What follows belongs to an exercise in optimizing a design on an open flow for small area and a short achievable clock period; a production flow would make more cautious choices.

run Z:
==> flow/design.v (excerpt) <==
module pipelined_fpadder (a,b,sub,rm,s,clk,clrn,e);  
	input clk, clrn;  
	input [31:0] a, b;  
	input [1:0] rm;  
	input sub;  
	input e;  
	output [31:0] s;  
	localparam J = 3;  
	wire a_is_nan, a_is_inf, a_sign, a_op_sub, a_small_sticky;
	wire [7:0] a_exp;
	wire [22:0] a_large_frac;
	wire [25:0] a_small_win;
	wire [J-1:0] a_shift_lo;
	fadd_align #(J) alignment (a,b,sub,a_is_nan,a_is_inf,a_sign,a_exp,a_op_sub,
	a_large_frac,a_small_win,a_small_sticky,a_shift_lo);
	wire c_is_nan, c_is_inf, c_sign, c_op_sub, c_small_sticky;
	wire [7:0] c_exp;
	wire [1:0] c_rm;
	wire [22:0] c_large_frac;
	wire [25:0] c_small_win;
	wire [J-1:0] c_shift_lo;
	reg_align_cal #(J) reg_ac (rm,a_is_nan,a_is_inf,a_sign,a_exp,a_op_sub,
	a_large_frac,a_small_win,a_small_sticky,a_shift_lo,clk,clrn,e,
	c_rm,c_is_nan,c_is_inf,c_sign,c_exp,c_op_sub,c_large_frac,c_small_win,
	c_small_sticky,c_shift_lo);
	wire [23:0] c_frac;
	wire [1:0] c_grs;
	wire [7:0] c_exp0;
	fadd_cal #(J) calculation (c_op_sub,c_exp,c_large_frac,c_small_win,
	c_small_sticky,c_shift_lo,c_frac,c_grs,c_exp0);
	wire [23:0] n_frac;
	wire [1:0] n_grs;
	wire [7:0] n_exp;
	wire [1:0] n_rm;
	wire n_is_nan, n_is_inf, n_sign;
	reg_cal_norm reg_cn (c_rm,c_is_nan,c_is_inf,c_sign,c_exp0,c_frac,c_grs,
	clk,clrn,e,n_rm,n_is_nan,n_is_inf,n_sign,n_exp,n_frac,n_grs);
	fadd_norm normalization (n_rm,n_is_nan,n_is_inf,n_sign,n_exp,n_frac,n_grs,s);
endmodule
==> module fadd_align, before the edit <==
module fadd_align #(parameter J = 3) (a,b,sub,s_is_nan,s_is_inf,sign,temp_exp,
op_sub,large_frac23,small_win,small_sticky,shift_lo);
	input [31:0] a,b;
	input sub;
	output s_is_nan, s_is_inf, sign, op_sub;
	output [7:0] temp_exp;
	output [22:0] large_frac23;
	output [25:0] small_win;      
	output small_sticky;          
	output [J-1:0] shift_lo;      
	wire [7:0] ea = a[30:23], eb = b[30:23];
	wire a_ff = &ea, b_ff = &eb;
	wire a_f0 = ~|a[22:0], b_f0 = ~|b[22:0];
	wire a_inf = a_ff & a_f0, b_inf = b_ff & b_f0;
	wire a_nan = a_ff & ~a_f0, b_nan = b_ff & ~b_f0;
	assign op_sub = sub ^ a[31] ^ b[31];
	assign s_is_inf = a_inf | b_inf;
	assign s_is_nan = a_nan | b_nan | (op_sub & a_inf & b_inf);
	wire exchange = b[30:0] > a[30:0];
	wire pay_b = b[21:0] > a[21:0];
	wire x = s_is_nan ? pay_b : exchange;
	wire [30:0] fp_large = x ? b[30:0] : a[30:0];
	wire [30:0] fp_small = x ? a[30:0] : b[30:0];
	assign sign = x ? sub ^ b[31] : a[31];
	assign temp_exp = s_is_nan ? 8'd1 : fp_large[30:23];
	assign large_frac23 = fp_large[22:0];
	wire [23:0] small24 = s_is_nan ? 24'h0 : {|fp_small[30:23], fp_small[22:0]};
	wire [7:0] fa = {ea[7:1], ea[0] | ~|ea};
	wire [7:0] fb = {eb[7:1], eb[0] | ~|eb};
	wire [7:0] d = (fa >= fb) ? fa - fb : fb - fa;
	wire [4:0] k = (d >= 8'd26) ? 5'd26 : d[4:0];
	wire [4:0] k_hi = k & ~((5'd1 << J) - 5'd1);
	wire [49:0] y = {small24, 26'h0} >> k_hi;
	assign small_win = y[49:24];
	assign small_sticky = |y[23:0];
	assign shift_lo = k[J-1:0];
endmodule
==> module fadd_cal, before the edit <==
module fadd_cal #(parameter J = 3) (op_sub,temp_exp,large_frac23,small_win,
small_sticky,shift_lo,frac,grs,exp0);
	input op_sub;
	input [7:0] temp_exp;
	input [22:0] large_frac23;
	input [25:0] small_win;
	input small_sticky;
	input [J-1:0] shift_lo;
	output [23:0] frac;     
	output [1:0] grs;       
	output [7:0] exp0;      
	wire [25:0] win = small_win >> shift_lo;
	wire [25:0] lost = small_win & ~({26{1'b1}} << shift_lo);
	wire [26:0] small27 = {win, small_sticky | (|lost)};
	wire [27:0] large28 = {1'b0, |temp_exp, large_frac23, 3'b000};
	wire [27:0] cal = op_sub ? large28 - {1'b0, small27} : large28 + {1'b0, small27};
	wire [7:0] ee = {temp_exp[7:1], temp_exp[0] | ~|temp_exp};
	wire [27:0] marker = (ee <= 8'd27) ? (28'h8000000 >> ee) : 28'h0;
	wire [27:0] m = cal | marker;
	reg [4:0] sh;
	integer i;
	always @* begin
		sh = 5'd0;
		for (i = 0; i < 28; i = i + 1)
			if (m[i]) sh = 5'd27 - i;
	end
	wire [27:0] nrm = cal << sh;
	assign frac = nrm[27:4];
	assign grs = {nrm[3], |nrm[2:1]};
	assign exp0 = temp_exp + 8'd1 - {3'b0, sh};
endmodule
==> module fadd_norm, before the edit <==
module fadd_norm (rm,is_nan,is_inf,sign,exp0,frac,grs,s);
	input [1:0] rm;
	input is_nan, is_inf, sign;
	input [7:0] exp0;
	input [23:0] frac;
	input [1:0] grs;
	output [31:0] s;
	wire g = grs[1], st = grs[0];
	wire frac_plus_1 =
		~rm[1] & ~rm[0] & g & (st | frac[0]) |
		~rm[1] &  rm[0] & (g | st) & sign |
		 rm[1] & ~rm[0] & (g | st) & ~sign;
	wire [30:0] inc = {exp0, frac[22:0]} + {30'h0, frac_plus_1};
	wire [7:0] exponent = frac[23] ? inc[30:23] : 8'h00;
	wire overflow = frac[23] & (&exp0 | &inc[30:23]);
	wire to_max = rm[1] & rm[0] | ~rm[1] & rm[0] & ~sign | rm[1] & ~rm[0] & sign;
	assign s = is_nan   ? {1'b1, 8'hff, 1'b1, inc[21:0]} :
	           overflow ? (to_max ? {sign, 8'hfe, 23'h7fffff} : {sign, 8'hff, 23'h0}) :
	           is_inf   ? {sign, 8'hff, 23'h0} :
	                      {sign, exponent, inc[22:0]};
endmodule
export LEC_CHECK = 0
export ABC_AREA = 1
export CAP_MARGIN = 20
export CORE_MARGIN = 2
export CORE_UTILIZATION = 40
export SETUP_SLACK_MARGIN = 3
export SLEW_MARGIN = 20
create_clock -name core_clock -period 10.0 [get_ports {clk}]
run.sh (not shown) runs the stock make flow with config.mk's settings and CLKGATE_MAP_FILE= SYNTH_SCRIPT=/design/flow/synth_recipe.tcl, a recipe that flattens the netlist after the stock synthesis.
Here is what was changed in the inputs of run F compared with run Z.
-- flow/design.v --
<<< run Z, line 29
	wire [7:0] fa = {ea[7:1], ea[0] | ~|ea};
	wire [7:0] fb = {eb[7:1], eb[0] | ~|eb};
	wire [7:0] d = (fa >= fb) ? fa - fb : fb - fa;
	wire [4:0] k = (d >= 8'd26) ? 5'd26 : d[4:0];
	wire [4:0] k_hi = k & ~((5'd1 << J) - 5'd1);
>>> run F, line 29
	wire [7:0] fa = {ea[7:1], ea[0] | ~|ea};
	wire [7:0] fb = {eb[7:1], eb[0] | ~|eb};
	wire [8:0] d1 = {1'b0, fa} - {1'b0, fb};
	wire [7:0] d2 = fb - fa;
	wire [7:0] d = d1[8] ? d2 : d1[7:0];
	wire [4:0] k = (d >= 8'd26) ? 5'd26 : d[4:0];
	wire [4:0] k_hi = k & ~((5'd1 << J) - 5'd1);
<<< run Z, line 112
	assign frac = nrm[27:4];
	assign grs = {nrm[3], |nrm[2:1]};
	assign exp0 = temp_exp + 8'd1 - {3'b0, sh};
endmodule
`timescale 1ns / 1ps
>>> run F, line 114
	assign frac = nrm[27:4];
	assign grs = {nrm[3], |nrm[2:1]};
	wire [7:0] e1 = temp_exp + 8'd1;
	wire [5:0] lo = {1'b0, e1[4:0]} - {1'b0, sh};
	wire [2:0] hi_m1 = e1[7:5] - 3'd1;
	assign exp0 = {lo[5] ? hi_m1 : e1[7:5], lo[4:0]};
endmodule
`timescale 1ns / 1ps
<<< run Z, line 162
		~rm[1] &  rm[0] & (g | st) & sign |
		 rm[1] & ~rm[0] & (g | st) & ~sign;
	wire [30:0] inc = {exp0, frac[22:0]} + {30'h0, frac_plus_1};
	wire [7:0] exponent = frac[23] ? inc[30:23] : 8'h00;
	wire overflow = frac[23] & (&exp0 | &inc[30:23]);
	wire to_max = rm[1] & rm[0] | ~rm[1] & rm[0] & ~sign | rm[1] & ~rm[0] & sign;
	assign s = is_nan   ? {1'b1, 8'hff, 1'b1, inc[21:0]} :
	           overflow ? (to_max ? {sign, 8'hfe, 23'h7fffff} : {sign, 8'hff, 23'h0}) :
	           is_inf   ? {sign, 8'hff, 23'h0} :
	                      {sign, exponent, inc[22:0]};
endmodule
`timescale 1ns / 1ps
>>> run F, line 167
		~rm[1] &  rm[0] & (g | st) & sign |
		 rm[1] & ~rm[0] & (g | st) & ~sign;
	wire [31:0] pa [0:5];
	assign pa[0] = {9'h0, frac[22:0]};
	genvar l, i;
	generate
		for (l = 0; l < 5; l = l + 1) begin : lv
			for (i = 0; i < 32; i = i + 1) begin : nd
				if ((i >> l) & 1) begin : c
					assign pa[l+1][i] = pa[l][i] & pa[l][((i >> l) << l) - 1];
				end else begin : p
					assign pa[l+1][i] = pa[l][i];
				end
			end
		end
	endgenerate
	wire [22:0] ones = pa[5][22:0];
	wire [22:0] fr_inc = frac[22:0] ^ ({ones[21:0], 1'b1} & {23{frac_plus_1}});
	wire carry = frac_plus_1 & ones[22];
	wire e_ff = &exp0;
	wire e_fe = &exp0[7:1] & ~exp0[0];
	wire [7:0] eo;   
	assign eo[0] = 1'b1;
	generate
		for (i = 1; i < 8; i = i + 1) begin : eon
			assign eo[i] = &exp0[i-1:0];
		end
	endgenerate
	wire [7:0] exp_inc = exp0 ^ (eo & {8{carry}});
	wire [7:0] exponent = frac[23] ? exp_inc : 8'h00;
	wire overflow = frac[23] & (e_ff | e_fe & carry);
	wire to_max = rm[1] & rm[0] | ~rm[1] & rm[0] & ~sign | rm[1] & ~rm[0] & sign;
	assign s = is_nan   ? {1'b1, 8'hff, 1'b1, fr_inc[21:0]} :
	           overflow ? (to_max ? {sign, 8'hfe, 23'h7fffff} : {sign, 8'hff, 23'h0}) :
	           is_inf   ? {sign, 8'hff, 23'h0} :
	                      {sign, exponent, fr_inc};
endmodule
`timescale 1ns / 1ps
==> comparison <==
Run F completed every stage of the flow, and the final layout passed the timing, design-rule and antenna checks.
Delta (run F minus run Z): met3 wirelength from detailed routing went down, die area went up, post-synthesis cell count went up, estimated wirelength of the detail-placed design went down.
Run F vs. run Z: number of nets in the finished design went down by 8.
Compared with run Z, in run F number of unique standard cell types used by synthesis fell 5, delay contributed by the slowest stage of the critical path increased by 0.08 ns relative to the old numbers.
Run Z leaves less setup margin than run F.
Maximum frequency in run F vs run Z: up about 4%
No functional check of the RTL was part of any run of this note.

[static timing again, ports no longer ideal]
The flow's constraints put no driver on any port. The routed layouts listed below were extracted and timed again, unchanged, in two steps. Step 1 sets driving cells, clkbuf_16 on the clock port and buf_2 on the other inputs (assumed; they add their load-dependent delay and slew). Step 2 also shifts input and output timing later by t, the mid clock arrival at the registers, as if the neighbouring blocks saw the same clock. a / b / c = ideal ports / drivers / drivers and shift; a / b = the first two.
run | shift t [ns] | setup slack, ns | hold slack, ns
run Z | 0.421 | 3.052 / 2.999 / 3.064 | 0.478 / 0.478 / 0.478
run F | 0.409 | 3.319 / 3.273 / 3.018 | 0.481 / 0.481 / 0.481
After both steps every run listed still meets setup and hold. For run F, which loses most, drivers alone change the setup slack by -0.046 ns; drivers and shift together by -0.301 ns.
